Source: an optimization exercise on an open RTL-to-GDS flow (aim: small area and a short achievable clock period). Production flows keep margins and buffers that such runs may drop. At most, simulation tests tie the RTL to the original design; equivalence was not proved. No activity file was given, so power comes from the tool's default toggle rates.

==> flow/design.v <==
module sync_fifo
(
input               clk,
input               rst_n,
input               wen,
input   [15:0]      data_in,
output              full,
input               ren,
output  [15:0]      data_out,
output              empty
);
reg  [3:0]  wr_hi, wr_lo;
reg  [3:0]  rd_hi, rd_lo;
reg         full_r;
reg         nempty_r;
reg  [15:0] mem [0:15];
reg  [15:0] data_out_r;
assign full     = full_r;
assign empty    = ~nempty_r;
assign data_out = data_out_r;
wire push = wen & ~full_r;
wire pop  = ren & nempty_r;
wire [3:0] wr_lo1 = {wr_lo[2:0], wr_lo[3]};
wire [3:0] wr_hi1 = wr_lo[3] ? {wr_hi[2:0], wr_hi[3]} : wr_hi;
wire [3:0] rd_lo1 = {rd_lo[2:0], rd_lo[3]};
wire [3:0] rd_hi1 = rd_lo[3] ? {rd_hi[2:0], rd_hi[3]} : rd_hi;
wire last_word  = (|(rd_lo1 & wr_lo)) & (|(rd_hi1 & wr_hi));
wire last_space = (|(wr_lo1 & rd_lo)) & (|(wr_hi1 & rd_hi));
always @(posedge clk or negedge rst_n)
begin
    if (!rst_n) begin
        wr_hi    <= 4'd1;
        wr_lo    <= 4'd1;
        rd_hi    <= 4'd1;
        rd_lo    <= 4'd1;
        full_r   <= 1'b0;
        nempty_r <= 1'b0;
    end else begin
        if (push) begin
            wr_hi <= wr_hi1;
            wr_lo <= wr_lo1;
        end
        if (pop) begin
            rd_hi <= rd_hi1;
            rd_lo <= rd_lo1;
        end
        if (push)
            nempty_r <= 1'b1;
        else if (pop)
            nempty_r <= ~last_word;
        if (pop)
            full_r <= 1'b0;
        else if (push)
            full_r <= last_space;
    end
end
reg [15:0] rd_word;
integer k;
always @*
begin
    rd_word = 16'd0;
    for (k = 0; k < 16; k = k + 1)
        rd_word = rd_word | (mem[k] & {16{rd_hi[k/4] & rd_lo[k%4]}});
end
genvar i;
generate
    for (i = 0; i < 16; i = i + 1) begin : row
        always @(posedge clk)
            if (wr_hi[i/4] & wr_lo[i%4] & ~full_r)
                mem[i] <= data_in;
    end
endgenerate
always @(posedge clk)
    if (pop)
        data_out_r <= rd_word;
endmodule
clock: 3.5 ns
lec_check: 0
cap_margin: 20
core_margin: 2
core_utilization: 55
cts_cluster_diameter: 100
cts_cluster_size: 30
setup_slack_margin: 1.7
slew_margin: 20
run.sh (not shown) runs the stock make flow with config.mk's settings and CLKGATE_MAP_FILE= SYNTH_SCRIPT=/design/flow/synth_recipe.tcl, a recipe that flattens the netlist after the stock synthesis.
Rerun with:
==> flow/design.v (replaced) <==
module sync_fifo
(
input               clk,
input               rst_n,
input               wen,
input   [15:0]      data_in,
output              full,
input               ren,
output  [15:0]      data_out,
output              empty
);
reg  [15:0] wr_oh;
reg  [15:0] rd_oh;
reg         full_r;
reg         nempty_r;
reg  [15:0] mem [0:15];
reg  [15:0] data_out_r;
assign full     = full_r;
assign empty    = ~nempty_r;
assign data_out = data_out_r;
wire push = wen & ~full_r;
wire pop  = ren & nempty_r;
wire [15:0] wr_oh1     = {wr_oh[14:0], wr_oh[15]};
wire [15:0] rd_oh1     = {rd_oh[14:0], rd_oh[15]};
wire        last_word  = |(rd_oh1 & wr_oh);
wire        last_space = |(wr_oh1 & rd_oh);
always @(posedge clk or negedge rst_n)
begin
    if (!rst_n) begin
        wr_oh    <= 16'd1;
        rd_oh    <= 16'd1;
        full_r   <= 1'b0;
        nempty_r <= 1'b0;
    end else begin
        if (push) wr_oh <= wr_oh1;
        if (pop)  rd_oh <= rd_oh1;
        if (push)
            nempty_r <= 1'b1;
        else if (pop)
            nempty_r <= ~last_word;
        if (pop)
            full_r <= 1'b0;
        else if (push)
            full_r <= last_space;
    end
end
reg [15:0] rd_word;
integer k;
always @*
begin
    rd_word = 16'd0;
    for (k = 0; k < 16; k = k + 1)
        rd_word = rd_word | (mem[k] & {16{rd_oh[k]}});
end
genvar i;
generate
    for (i = 0; i < 16; i = i + 1) begin : row
        always @(posedge clk)
            if (wr_oh[i] & ~full_r)
                mem[i] <= data_in;
    end
endgenerate
always @(posedge clk)
    if (pop)
        data_out_r <= rd_word;
endmodule
Result: The new run finished clean. Non-clock buffer count went down by 51. Via count went down by roughly a tenth. Sequential share of layout area went up by 4.2 points. Die area went up by a few percent. Total power went down slightly. Cell area went down slightly. Global-route usage went down by 2.8 points. Clock power went up by roughly a tenth. Utilization went down by 2.1 points. Flip-flop and latch count went up by 16. Combinational power went down by well over a third. Worst setup slack improved by 0.30 ns.
Only the layout flow was run in the first run of this note; the RTL was not checked for function there.

## re-timing with driven ports
The flow's constraints put no driver on any port. The routed layouts listed below were extracted and timed again, unchanged, in two steps. Step 1 sets driving cells, clkbuf_16 on the clock port and buf_2 on the other inputs (assumed; they add their load-dependent delay and slew). Step 2, shift: input delay + t, output delay - t, t = (earliest + latest rising clock arrival at the registers) / 2. This alone moves slack from input paths to output paths. Slacks: ideal ports / drivers / drivers and shift; pairs: ideal ports / drivers.
run	t, ns	setup WS [ns]	slew at the worst register clock pin (ns)	worst data-port slew with drivers (ns)
the first run	0.521	1.391 / 1.391 / 1.334	0.11 / 0.11	0.04
the second run	0.522	1.689 / 1.645 / 1.354	0.11 / 0.11	0.06
After both steps setup and hold are still met in every run listed. The setup slack of the second run, which loses most, moves by -0.044 ns with the drivers and by -0.335 ns with both steps.
